From an optimization exercise on the open Yosys and OpenROAD flow, aimed at small area; shortcuts taken in it are not production practice. In this exercise RTL edits were held to simulation tests only and were not proved equivalent to the original. No driver is modelled on the clock port, so clocking that relies on it looks cheaper here than on a real chip. Power figures rest on the tool's default switching activity, not on a simulated workload.

==> inputs of amber <==
==> flow/design.v <==
module debouncer (clk100Mhz, rst, i_sig, o_sig_debounced);
   input  clk100Mhz;
   input  rst;
   input  i_sig;
   output o_sig_debounced;
   reg       s1, s2, s3, s4, db;
   reg [2:0] cnt;
   always @(posedge clk100Mhz) begin
      if (rst) begin
         s1 <= 0; s2 <= 0; s3 <= 0; s4 <= 0; db <= 0;
         cnt <= 0;
      end else begin
         s1 <= i_sig;
         s2 <= s1;
         s3 <= s2;
         s4 <= s3;
         if (s3 != s4)
            cnt <= 0;
         else if (cnt != 3'd7)
            cnt <= cnt + 1'b1;
         if (cnt == 3'd7)
            db <= s4;
      end
   end
   assign o_sig_debounced = db;
endmodule
module pulse_generator (
    input [1:0] MODE,
    input START,
    input rst,
    input STOP,
    input clk100Mhz,
    output reg pulse
);
    reg [6:0] count;
    reg gen;
    wire ge100 = count[6] & count[5] & count[2];
    wire ge50  = count[6] | (count[5] & count[4] & (count[3] | count[2] | count[1]));
    wire ge25  = count[6] | count[5] | (count[4] & count[3] & (count[2] | count[1] | count[0]));
    wire hit   = (MODE == 2'b00) ? ge100 : (MODE == 2'b01) ? ge50 : ge25;
    always @(posedge clk100Mhz) begin
        if (rst) begin
            gen   <= 0;
            count <= 0;
            pulse <= 0;
        end else begin
            if (STOP)
                gen <= 0;
            else if (START)
                gen <= 1;
            pulse <= gen & (MODE != 2'b11) & hit;
            if (!gen || MODE == 2'b11 || hit)
                count <= 0;
            else
                count <= count + 1'b1;
        end
    end
endmodule
module fitbitTracker (
    input clk100Mhz,
    input rst,
    input pulseSignal,
    input samp,
    input fin,
    output reg [15:0] Q,
    output reg bin,
    output [4:0] dval,
    output reg OFLOW
);
    reg [1:0] a, b;
    wire [1:0] bb = fin ? b : 2'd0;
    wire [4:0] x0 = Q[3:0] + bb;
    wire dec0 = ~bin & (x0 >= 5'd10);
    wire c0 = x0[4] | dec0;
    wire [3:0] r0 = dec0 ? x0[3:0] + 4'd6 : x0[3:0];
    wire n1_9 = (Q[7:4] == 4'd9), n1_f = (Q[7:4] == 4'd15);
    wire c1 = c0 & (bin ? n1_f : n1_9);
    wire [3:0] r1 = (c0 & ~bin & n1_9) ? 4'd0 : Q[7:4] + c0;
    wire n2_9 = (Q[11:8] == 4'd9), n2_f = (Q[11:8] == 4'd15);
    wire c2 = c1 & (bin ? n2_f : n2_9);
    wire [3:0] r2 = (c1 & ~bin & n2_9) ? 4'd0 : Q[11:8] + c1;
    wire n3_9 = (Q[15:12] == 4'd9), n3_f = (Q[15:12] == 4'd15);
    wire c3 = c2 & (bin ? n3_f : n3_9);
    wire [3:0] r3 = (c2 & ~bin & n3_9) ? 4'd0 : Q[15:12] + c2;
    wire [15:0] r = {r3, r2, r1, r0};
    wire low12 = (r[15:2] == 14'd0) & (r[1] ^ r[0]);
    wire [3:0] T = Q[15:12], H = Q[11:8], X = Q[7:4], U = Q[3:0];
    wire ge2047 = (T > 2) | ((T == 2) & ((H > 0) | (X > 4) | ((X == 4) & (U >= 7))));
    wire ge4095 = (T > 4) | ((T == 4) & ((H > 0) | ((X == 9) & (U >= 5))));
    wire ge6143 = (T > 6) | ((T == 6) & ((H > 1) | ((H == 1) & ((X > 4) | ((X == 4) & (U >= 3))))));
    wire ge8191 = (T > 8) | ((T == 8) & ((H > 1) | ((H == 1) & (X == 9) & (U >= 1))));
    wire [4:0] dbcd = {2'b00, ge8191, ge4095 & ~ge8191, (ge2047 & ~ge4095) | (ge6143 & ~ge8191)};
    assign dval = bin ? Q[15:11] : dbcd;
    wire [2:0] pend = a + b;
    wire at9999 = ~bin & (Q[15:4] == 12'h999) & (Q[3:0] + pend == 4'd8);
    always @(posedge clk100Mhz) begin
        if (rst) begin
            Q <= 0; bin <= 1'b1; a <= 0; OFLOW <= 0;
        end else begin
            if (pulseSignal & at9999)
                OFLOW <= 1'b1;
            if (samp) begin
                b <= a;
                a <= {1'b0, pulseSignal};
            end else begin
                a <= a + pulseSignal;
                if (fin)
                    b <= 0;
            end
            if (bin) begin
                if (low12) begin
                    bin <= 1'b0;
                    Q <= {15'd0, r[1]};
                end else
                    Q <= r;
            end else begin
                if (c3) begin
                    bin <= 1'b1;
                    Q <= {14'h09C4, r[0], ~r[0]};
                end else
                    Q <= r;
            end
        end
    end
endmodule
module bin2bcd_fsm (bin, tens, ones);
    input [4:0] bin;
    output [1:0] tens;
    output [3:0] ones;
    assign tens = (bin >= 5'd30) ? 2'd3 : (bin >= 5'd20) ? 2'd2 : (bin >= 5'd10) ? 2'd1 : 2'd0;
    assign ones = bin - tens * 4'd10;
endmodule
module Rotator (
    input clk100Mhz,
    input rst,
    output reg [1:0] screen,
    output reg [1:0] sel,
    output samp,             
    output fin               
);
    reg [3:0] c16;
    reg [6:0] q;
    reg [2:0] m7;
    always @(posedge clk100Mhz) begin
        if (rst) begin
            c16 <= 0; q <= 0; screen <= 0; sel <= 0; m7 <= 0;
        end else begin
            c16 <= c16 + 1'b1;
            if (c16 == 4'd15) begin
                sel <= sel + 1'b1;
                if (q == 7'd124) begin
                    q <= 0;
                    screen <= (screen == 2'd2) ? 2'd0 : screen + 1'b1;
                end else
                    q <= q + 1'b1;
            end
            if (c16[1:0] == 2'd3)
                m7 <= (m7 == 3'd6) ? 3'd0 : m7 + 1'b1;
        end
    end
    assign samp = (c16[1:0] == 2'd0) & (m7 == 3'd0);
    assign fin  = (c16[1:0] == 2'd3) & (m7 == 3'd6);
endmodule
module segment_driver (
    input [1:0] screen,
    input [1:0] sel,
    input [15:0] P,
    input bin,
    input oflow,
    input [1:0] dtens,
    input [3:0] dones,
    input [1:0] mode,
    output reg [7:1] cathodes,
    output reg [3:0] anodes
);
    reg [3:0] digit;
    always @(*) begin
        case (sel)
            2'd0: anodes = 4'b1110;
            2'd1: anodes = 4'b1101;
            2'd2: anodes = 4'b1011;
            default: anodes = 4'b0111;
        endcase
        case (screen)
            2'd0: digit = bin ? {oflow, 2'b00, oflow} : P[sel*4 +: 4];
            2'd1: digit = (sel == 2'd0) ? dones : (sel == 2'd1) ? {2'b00, dtens} : 4'd0;
            2'd2: digit = (sel == 2'd0) ? {2'b00, mode} : 4'd0;
            default: digit = 4'd0;
        endcase
        case (digit)
            4'h0: cathodes = 7'b1000000;
            4'h1: cathodes = 7'b1111001;
            4'h2: cathodes = 7'b0100100;
            4'h3: cathodes = 7'b0110000;
            4'h4: cathodes = 7'b0011001;
            4'h5: cathodes = 7'b0010010;
            4'h6: cathodes = 7'b0000010;
            4'h7: cathodes = 7'b1111000;
            4'h8: cathodes = 7'b0000000;
            4'h9: cathodes = 7'b0010000;
            default: cathodes = 7'b1111111;
        endcase
    end
endmodule
module top(
    input clk100Mhz,
    input [1:0] mode,
    input START,
    input STOP,
    input rst,
    output [7:1] cathode,
    output [3:0] anode,
    output overflow
);
    wire start_db, stop_db, pulse, samp, fin;
    wire [1:0] screen, sel;
    wire [15:0] P;
    wire bin;
    wire [4:0] dval;
    wire [1:0] dtens;
    wire [3:0] dones;
    debouncer db_start (.clk100Mhz(clk100Mhz), .rst(rst), .i_sig(START), .o_sig_debounced(start_db));
    debouncer db_stop  (.clk100Mhz(clk100Mhz), .rst(rst), .i_sig(STOP),  .o_sig_debounced(stop_db));
    pulse_generator pg (.MODE(mode), .START(start_db), .rst(rst), .STOP(stop_db),
                        .clk100Mhz(clk100Mhz), .pulse(pulse));
    Rotator tb_i (.clk100Mhz(clk100Mhz), .rst(rst), .screen(screen), .sel(sel),
                  .samp(samp), .fin(fin));
    fitbitTracker tracker (.clk100Mhz(clk100Mhz), .rst(rst), .pulseSignal(pulse),
                           .samp(samp), .fin(fin), .Q(P), .bin(bin), .dval(dval), .OFLOW(overflow));
    bin2bcd_fsm dist_bcd (.bin(dval), .tens(dtens), .ones(dones));
    segment_driver seg_driver (.screen(screen), .sel(sel), .P(P), .bin(bin), .oflow(overflow), .dtens(dtens), .dones(dones),
                               .mode(mode), .cathodes(cathode), .anodes(anode));
endmodule
==> flow/flow/run.sh <==
#!/bin/bash
# Own layout flow. Steps:
#   1. the standard synthesis, unchanged (standard.sh synth);
#   2. the combinational logic of that netlist re-mapped for area with ABC
#      (registers, their names and cell types are kept as they are);
#   3. the standard floorplan-to-finish on the re-mapped netlist, with a
#      clock tree built from fewer, smaller buffers and plain port buffers.
# Each tool's full output goes to a log file of its own in this folder.
set -euo pipefail
W=$(pwd)
F=$W/flow
P=${FLOW_PLATFORM:-sky130hd}
R=$W/orfs/results/$P/top/base
FH=${FLOW_HOME:-/OpenROAD-flow-scripts/flow}
YOSYS=$FH/../tools/install/yosys/bin/yosys
[ -x "$YOSYS" ] || YOSYS=$(command -v yosys)
export LIB=$FH/platforms/$P/lib/sky130_fd_sc_hd__tt_025C_1v80.lib

bash standard.sh synth > $W/log_1_standard_synth.log 2>&1
cp $R/1_2_yosys.v $W/standard_1_2_yosys.v

export REMAP_IN=$W/standard_1_2_yosys.v
export REMAP_OUT=$W/remapped.v
"$YOSYS" -c $F/remap.tcl > $W/log_2_remap.log 2>&1
"$YOSYS" -c $F/check.tcl > $W/log_2_remap_check.log 2>&1
cp $W/remapped.v $R/1_2_yosys.v
rm -f $R/1_synth.odb $R/1_synth.sdc
bash standard.sh synth > $W/log_3_synth_odb.log 2>&1

export CTS_ARGS="$(cat $F/cts_args.txt)"
export BUFFER_PORTS_ARGS="-buffer_cell sky130_fd_sc_hd__buf_1"
bash standard.sh finish > $W/log_4_layout.log 2>&1
==> flow/flow/check.tcl <==
# The re-mapped netlist must be complete: every cell a library cell, no undriven or multiply driven net.
yosys read_liberty -lib -ignore_miss_func $::env(LIB)
yosys read_verilog $::env(REMAP_OUT)
yosys hierarchy -check -top top
yosys check -assert
==> flow/flow/cts_args.txt <==
-sink_clustering_enable -sink_clustering_size 100 -sink_clustering_max_diameter 1000 -buf_list sky130_fd_sc_hd__clkbuf_8 -root_buf sky130_fd_sc_hd__clkbuf_8 -dont_use_dummy_load -repair_clock_nets
==> flow/flow/remap.tcl <==
# Re-map the combinational logic of the standard synthesis netlist for area.
# Sequential cells and tie cells are black boxes, so every register keeps its
# instance name and cell type; only the gates between them are re-made.
yosys read_liberty -ignore_miss_func $::env(LIB)
yosys blackbox sky130_fd_sc_hd__*df* sky130_fd_sc_hd__*dl* sky130_fd_sc_hd__conb_1
yosys read_verilog $::env(REMAP_IN)
yosys hierarchy -top top
yosys flatten
yosys opt_clean -purge
yosys stat -liberty $::env(LIB)
set dont_use {-dont_use sky130_fd_sc_hd__probe_p_8 -dont_use sky130_fd_sc_hd__probec_p_8 -dont_use sky130_fd_sc_hd__lpflow_*}
yosys abc -liberty $::env(LIB) {*}$dont_use -script "+strash;&get,-n;&deepsyn,-T,60;&put;dch,-f;amap"
yosys opt_clean -purge
yosys hilomap -singleton -hicell sky130_fd_sc_hd__conb_1 HI -locell sky130_fd_sc_hd__conb_1 LO
yosys splitnets
yosys opt_clean -purge
yosys insbuf -buf sky130_fd_sc_hd__buf_4 A X
yosys stat -liberty $::env(LIB)
yosys write_verilog -noattr -noexpr -nohex -nodec $::env(REMAP_OUT)
==> flow/standard.sh <==
#!/bin/bash
# synth_recipe.tcl (not shown) runs the flow's synth.tcl, then flattens the netlist and writes it again
# the make line also repeats each setting of config.mk as NAME=value (left out here)
make -C /OpenROAD-flow-scripts/flow DESIGN_CONFIG=/design/flow/config.mk WORK_HOME=/design/flow/orfs CLKGATE_MAP_FILE= SYNTH_SCRIPT=/design/flow/synth_recipe.tcl "${@:-finish}"
==> flow/config.mk <==
export PLATFORM = sky130hd
export DESIGN_NAME = top
export DESIGN_NICKNAME = top
export VERILOG_FILES = /design/flow/design.v
export SDC_FILE = /design/flow/constraint.sdc
export NUM_CORES = 4
export LEC_CHECK = 0
export CAP_MARGIN = 20
export CORE_MARGIN = 2
export CORE_UTILIZATION = 40
export SLEW_MARGIN = 20
==> flow/constraint.sdc <==
create_clock -name core_clock -period 10.0 [get_ports {clk100Mhz}]
set_input_delay 2.0000 -clock core_clock [delete_from_list [all_inputs] [get_ports {clk100Mhz}]]
set_output_delay 2.0000 -clock core_clock [all_outputs]
set_load 0.01 [all_outputs]
==> inputs of cedar, as changes to amber <==
==> flow/run.sh (new file) <==
#!/bin/bash
# synth_recipe.tcl (not shown) runs the flow's synth.tcl, then flattens the netlist and writes it again
# the make line also repeats each setting of config.mk as NAME=value (left out here)
make -C /OpenROAD-flow-scripts/flow DESIGN_CONFIG=/design/flow/config.mk WORK_HOME=/design/flow/orfs CLKGATE_MAP_FILE= SYNTH_SCRIPT=/design/flow/synth_recipe.tcl finish
- ABC_AREA: unset -> 1
removed: flow/flow/run.sh
removed: flow/flow/check.tcl
removed: flow/flow/cts_args.txt
removed: flow/flow/remap.tcl
removed: flow/standard.sh
==> inputs of maple, as changes to amber <==
--- a/flow/design.v
+++ b/flow/design.v
@@ -6,3 +6,5 @@
    reg       s1, s2, s3, s4, db;
-   reg [2:0] cnt;
+   reg [2:0] k;
+   wire f = (~k[2] & k[1]) | (k[2] & ~k[1] & k[0]);
+   wire stable = (k == 3'b000);
    always @(posedge clk100Mhz) begin
@@ -10,3 +12,3 @@
          s1 <= 0; s2 <= 0; s3 <= 0; s4 <= 0; db <= 0;
-         cnt <= 0;
+         k <= 3'b001;
       end else begin
@@ -17,6 +19,6 @@
          if (s3 != s4)
-            cnt <= 0;
-         else if (cnt != 3'd7)
-            cnt <= cnt + 1'b1;
-         if (cnt == 3'd7)
+            k <= 3'b001;
+         else
+            k <= {k[1], k[0], f};
+         if (stable)
             db <= s4;
@@ -43,3 +45,2 @@
             gen   <= 0;
-            count <= 0;
             pulse <= 0;
@@ -51,7 +52,7 @@
             pulse <= gen & (MODE != 2'b11) & hit;
-            if (!gen || MODE == 2'b11 || hit)
-                count <= 0;
-            else
-                count <= count + 1'b1;
         end
+        if (!gen || MODE == 2'b11 || hit)
+            count <= 0;
+        else
+            count <= count + 1'b1;
     end
@@ -96,2 +97,8 @@
     always @(posedge clk100Mhz) begin
+        if (samp)
+            b <= a;
+        else if (fin)
+            b <= 0;
+    end
+    always @(posedge clk100Mhz) begin
         if (rst) begin
@@ -101,10 +108,6 @@
                 OFLOW <= 1'b1;
-            if (samp) begin
-                b <= a;
+            if (samp)
                 a <= {1'b0, pulseSignal};
-            end else begin
+            else
                 a <= a + pulseSignal;
-                if (fin)
-                    b <= 0;
-            end
             if (bin) begin
--- a/flow/flow/run.sh
+++ b/flow/flow/run.sh
@@ -4,5 +4,7 @@
 #   2. the combinational logic of that netlist re-mapped for area with ABC
-#      (registers, their names and cell types are kept as they are);
-#   3. the standard floorplan-to-finish on the re-mapped netlist, with a
-#      clock tree built from fewer, smaller buffers and plain port buffers.
+#      (registers, their names and cell types are kept as they are); four
+#      runs with different seeds, the smallest result is kept;
+#   3. the standard floorplan-to-finish on the re-mapped netlist, with
+#      the clock distributed by four buffers (cts_pre.tcl, run before CTS) and
+#      plain port buffers.
 # Each tool's full output goes to a log file of its own in this folder.
@@ -22,4 +24,17 @@
 export REMAP_IN=$W/standard_1_2_yosys.v
+export REMAP_T=90
+pids=""
+for s in 1 2 3 4; do
+  REMAP_SEED=$s REMAP_OUT=$W/remapped_$s.v "$YOSYS" -c $F/remap.tcl > $W/log_2_remap_$s.log 2>&1 &
+  pids="$pids $!"
+done
+for p in $pids; do wait $p; done
+best=""; bestarea=""
+for s in 1 2 3 4; do
+  a=$(grep "Chip area for module" $W/log_2_remap_$s.log | tail -1 | awk '{print $NF}')
+  if [ -z "$best" ] || awk -v a="$a" -v b="$bestarea" 'BEGIN{exit !(a < b)}'; then best=$s; bestarea=$a; fi
+done
+echo "remap: seed $best, area $bestarea" > $W/log_2_remap_choice.log
+cp $W/remapped_$best.v $W/remapped.v
 export REMAP_OUT=$W/remapped.v
-"$YOSYS" -c $F/remap.tcl > $W/log_2_remap.log 2>&1
 "$YOSYS" -c $F/check.tcl > $W/log_2_remap_check.log 2>&1
@@ -29,3 +44,3 @@
 
-export CTS_ARGS="$(cat $F/cts_args.txt)"
+export PRE_CTS_TCL=$F/cts_pre.tcl
 export BUFFER_PORTS_ARGS="-buffer_cell sky130_fd_sc_hd__buf_1"
==> flow/flow/cts_pre.tcl (new file) <==
# Clock distribution: the registers are split into four groups by position
# (halves by x, then each half by y), and each group gets one clock buffer at
# its centre, driven straight from the clock port.
set block [ord::get_db_block]
set dbu [$block getDbUnitsPerMicron]
set clk [$block findNet clk100Mhz]
set sinks {}
foreach it [$clk getITerms] {
  set inst [$it getInst]
  set bb [$inst getBBox]
  lappend sinks [list [expr {([$bb xMin] + [$bb xMax]) / 2}] [expr {([$bb yMin] + [$bb yMax]) / 2}] "[$inst getName]/[[$it getMTerm] getName]"]
}
set sinks [lsort -integer -index 0 $sinks]
set n [llength $sinks]
set h [expr {$n / 2}]
set groups {}
foreach half [list [lrange $sinks 0 [expr {$h - 1}]] [lrange $sinks $h end]] {
  set half [lsort -integer -index 1 $half]
  set m [expr {[llength $half] / 2}]
  lappend groups [lrange $half 0 [expr {$m - 1}]] [lrange $half $m end]
}
set i 0
foreach g $groups {
  set xs 0; set ys 0; set pins {}
  foreach s $g { set xs [expr {$xs + [lindex $s 0]}]; set ys [expr {$ys + [lindex $s 1]}]; lappend pins [get_pins [lindex $s 2]] }
  set k [llength $g]
  set cx [expr {double($xs) / $k / $dbu}]
  set cy [expr {double($ys) / $k / $dbu}]
  insert_buffer -buffer_cell sky130_fd_sc_hd__clkbuf_8 -net clk100Mhz -load_pins $pins -location [list $cx $cy] -buffer_name clkbuf_leaf_$i -net_name clknet_leaf_$i
  incr i
}
set skip {clk100Mhz}
foreach net [$block getNets] { if {[string match clknet_leaf_* [$net getName]]} { lappend skip [$net getName] } }
set_cts_config -skip_nets $skip
--- a/flow/flow/remap.tcl
+++ b/flow/flow/remap.tcl
@@ -11,3 +11,3 @@
 set dont_use {-dont_use sky130_fd_sc_hd__probe_p_8 -dont_use sky130_fd_sc_hd__probec_p_8 -dont_use sky130_fd_sc_hd__lpflow_*}
-yosys abc -liberty $::env(LIB) {*}$dont_use -script "+strash;&get,-n;&deepsyn,-T,60;&put;dch,-f;amap"
+yosys abc -liberty $::env(LIB) {*}$dont_use -script "+strash;&get,-n;&deepsyn,-T,$::env(REMAP_T),-S,$::env(REMAP_SEED);&put;dch,-f;amap"
 yosys opt_clean -purge
- CORE_UTILIZATION: 40 -> 55
- PLACE_DENSITY: unset -> 0.7
removed: flow/flow/cts_args.txt
==> comparison table <==
Clock root buffer: cedar clkbuf_8; amber clkbuf_8; maple -
Footprint of the multi-input gates: cedar 2450 um2; amber 1560 um2; maple 1500 um2
Leak Pwr: cedar 2.24 nW; amber 1.12 nW; maple 1.03 nW
Non-filler instance count after layout: cedar 736; amber 541; maple 493
Aggregate routed wire length: cedar 9000 um; amber 7240 um; maple 6560 um
Sequential cell area share: cedar 0.285; amber 0.392; maple 0.409
Deepest clock path buffer count: cedar 2; amber 2; maple -
Result of the run: cedar no timing/DRC/antenna violations; amber no timing/DRC/antenna violations; maple no timing/DRC/antenna violations
Pre-CTS setup slack: cedar 3850 ps; amber 4350 ps; maple 4370 ps
Fraction of the core area covered by cells at the end of the flow: cedar 0.453; amber 0.460; maple 0.621
Mean instance size in the synthesized netlist: cedar 7.22 um2; amber 7.36 um2; maple 7.52 um2
Syn_nets: cedar 619; amber 422; maple 407
Number of core rows: cedar 37; amber 31; maple 26
Pin count of the biggest net entering global routing: cedar 28; amber 33; maple 29
Placed cell count: cedar 720; amber 532; maple 489
Maximum VDD drop: cedar 69.7 uV; amber 79.2 uV; maple 116 uV
Worst clock skew: cedar 15.0 ps; amber 16.3 ps; maple 16.7 ps
Placement Cell Area: cedar 4460 um2; amber 3250 um2; maple 3180 um2
Chip Width: cedar 106 um; amber 91.5 um; maple 78.1 um
Global Route met2 Usage: cedar 0.292; amber 0.276; maple 0.402
Layout buffer count excluding clock buffers: cedar 18; amber 18; maple -
Share of post-route cells with drive strength above 1: cedar 0.0750; amber 0.0226; maple 0.0118
Highest cell delay on the worst timing path: cedar 730 ps; amber 300 ps; maple 250 ps
DR WL met3: cedar 327 um; amber 443 um; maple 277 um
Clk slew on worst S/H paths: cedar 80 ps; amber 60 ps; maple 90 ps
Post-detailed-route via-to-cell ratio: cedar 4.92; amber 5.36; maple 5.67
Part of the cycle the worst path needs: cedar 0.626; amber 0.569; maple 0.563

## what the ideal ports hide
The flow's constraints put no driver on any port. The routed layouts listed below were extracted and timed again, unchanged, in two steps.
Step 1: set_driving_cell puts a clkbuf_16 on clk100Mhz and a buf_2 on each other input, an assumption about the parent block.
Step 2 moves the port delays by t, midway between the first and last clock arrival at a register: inputs arrive t later, outputs are due t later. That takes back most of the time a late clock gives input paths.
Three values: ideal ports, drivers, drivers and shift; two values: the first two.
run	t (ns)	slack for setup (ns)	latest minus earliest clock arrival (ns)
amber	0.361	4.308 / 4.284 / 4.284	0.017 / 0.017
cedar	0.374	3.738 / 3.706 / 3.820	0.015 / 0.015
maple	0.213	4.369 / 4.349 / 4.349	0.017 / 0.017
After both steps every run listed still meets setup and hold. The setup slack of amber, which loses most, moves by -0.024 ns with the drivers and by -0.024 ns with both steps.
